Context: an optimization exercise on an open-source flow, tuned for small area. The choices shown serve that exercise and are no tape-out recipe.
Only simulation tests tie the RTL to the original design; equivalence was not proved.
No driver is modelled on the clock port, so clock power and skew are understated where the tree is cut down; a real chip needs a root buffer or a tree.
Power and IR drop assume default switching activity.

lane 1:
==> flow/design.v (excerpt) <==
module BP(
  clk,
  rst_n,
  in_valid,
  guy,
  in0,
  in1,
  in2,
  in3,
  in4,
  in5,
  in6,
  in7,
  out_valid,
  out
);
Size in the first run: ~180 flip-flops, ~25 I/O pins, roughly 0.0054 mm2 of cells after synthesis.
Settings: LEC_CHECK=0, CAP_MARGIN=20, CORE_MARGIN=2, CORE_UTILIZATION=80, SLEW_MARGIN=20; clock period 8.0 ns.
standard.sh (not shown) runs the stock make flow with config.mk's settings and CLKGATE_MAP_FILE= SYNTH_SCRIPT=/design/flow/synth_recipe.tcl, a recipe that flattens the netlist after the stock synthesis.
==> flow/flow/run.sh <==
#!/bin/bash
# Standard ORFS layout (the standard.sh), with two changes:
#  - after CTS, flow/clocktree.tcl rebuilds the clock tree: one root buffer
#    and one leaf buffer per cluster of about CT_SINKS flip-flops;
#  - port buffers of the smallest buffer cell.
set -euo pipefail
export CTS_ARGS="-sink_clustering_enable -repair_clock_nets -dont_use_dummy_load -buf_list sky130_fd_sc_hd__clkbuf_8"
export POST_CTS_TCL="$(pwd)/flow/clocktree.tcl"
export CT_LEAF=sky130_fd_sc_hd__clkbuf_8
export CT_ROOT=sky130_fd_sc_hd__clkbuf_4
export CT_SINKS=18
export BUFFER_PORTS_ARGS="-buffer_cell sky130_fd_sc_hd__buf_1"
bash standard.sh > standard.log 2>&1
Other scripts of this flow, unchanged in this note and not shown: flow/flow/clocktree.tcl
Input-level comparison between lane 2 and lane 1:
- CORE_UTILIZATION now 70, was 80
- CAP_MARGIN now 0, was 20
- SLEW_MARGIN now 0, was 20
--- outcome ---
- | final design instance area without fill | lane 1 vs lane 2 | ≈ equal |
- Combinational fraction of design power: lane 2 < lane 1
- Share of the clock period used by the worst path after layout: lane 2 lower than lane 1
- Comparing lane 2 and lane 1, global-route usage is lower on lane 2.
- Worst setup slack: lane 2 better than lane 1
#### Input delta (lane 3 over lane 2)
- an added PLACE_DENSITY of 0.9
- a change of CAP_MARGIN from 0 to 20
- a change of SLEW_MARGIN from 0 to 20
- a change of CORE_UTILIZATION from 70 to 88
### Flow results
Lane 3: it failed with a tool error in 3_5_place_dp, so there are no final results. Relative to lane 2, die boundary height has decreased by about 10% in lane 3. Comparing lane 3 and lane 2, the lower routability congestion estimate is on lane 3. Between lane 2 and lane 3, the flow reports number of rows created at floorplan decreasing by a little under 10%. The synthesized cell count of lane 3 and that of lane 2 are within noise of each other.
Input-level comparison between lane 4 and lane 3:
- removing PLACE_DENSITY (formerly 0.9)
- changing CORE_UTILIZATION from 88 to 70
Lane 4 was carried through to the last stage, and its layout satisfied the timing, DRC and antenna checks.
Diff lane 3..lane 4 | gate count after technology mapping | unchanged
Between lane 4 and lane 3, the area share of and/or/nand/nor cells after synthesis figures differ only marginally.
The row count of lane 4 is higher than that of lane 3.
In lane 1, lane 2 and lane 4 the design's own scripts or RTL, not TritonCTS, make the clock network.

========
## before
BP again, from the RTL that the note above started with.
export LEC_CHECK = 0
export CAP_MARGIN = 20
export CORE_MARGIN = 2
export CORE_UTILIZATION = 70
export SLEW_MARGIN = 20
create_clock -name core_clock -period 8.0 [get_ports {clk}]
==> flow/flow/run.sh <==
#!/bin/bash
# Standard ORFS layout (the standard.sh), with two changes:
#  - CTS without dummy clock loads, clkbuf_8 clock buffers;
#  - port buffers of the smallest buffer cell.
set -euo pipefail
export CTS_ARGS="-sink_clustering_enable -repair_clock_nets -dont_use_dummy_load -buf_list sky130_fd_sc_hd__clkbuf_8 -sink_clustering_size 20"
export BUFFER_PORTS_ARGS="-buffer_cell sky130_fd_sc_hd__buf_1"
bash standard.sh > standard.log 2>&1
Changes in after relative to before:
-- flow/flow/run.sh --
<<< before, line 3
#  - CTS without dummy clock loads, clkbuf_8 clock buffers;
>>> after, line 3
#  - CTS without dummy clock loads, using small clock buffers;
Results
- after: full flow OK, the timing, DRC and antenna checks passed
- Between after and before, the vertical extent of the die figures differ only marginally.
- Comparing before against after, there is no change at all in area used by sequential logic in the layout.
- Worst setup slack came out exactly the same in after and before.
- Diff after..before | sequential share of layout area | unchanged

-- separate check: timing with driven ports --
No port has a modelled driver above. Below, the same layouts with a new extraction and two added sets of constraints. Step 1 assumes that a clkbuf_16 drives the clock port and a buf_2 every other input. Step 2, shift: input delay + t, output delay - t, t = (earliest + latest rising clock arrival at the registers) / 2. This alone moves slack from input paths to output paths. a / b / c = no drivers / after step 1 / after step 2; a / b = the first two.
run	shift t [ns]	setup slack, ns	hold slack, ns	latest minus earliest clock arrival (ns)	slew at the worst register clock pin (ns)
lane 1	0.530	3.623 / 3.598 / 4.127	0.329 / 0.329 / 0.329	0.019 / 0.019	0.12 / 0.12
lane 2	0.511	3.816 / 3.788 / 4.226	0.331 / 0.331 / 0.331	0.018 / 0.018	0.11 / 0.11
lane 4	0.512	3.790 / 3.762 / 4.274	0.335 / 0.335 / 0.335	0.018 / 0.017	0.11 / 0.11
before	0.455	3.901 / 3.870 / 4.325	0.309 / 0.309 / 0.309	0.034 / 0.034	0.09 / 0.09
after	0.455	3.901 / 3.870 / 4.325	0.309 / 0.309 / 0.309	0.034 / 0.034	0.09 / 0.09
After both steps setup and hold are still met in every run listed.
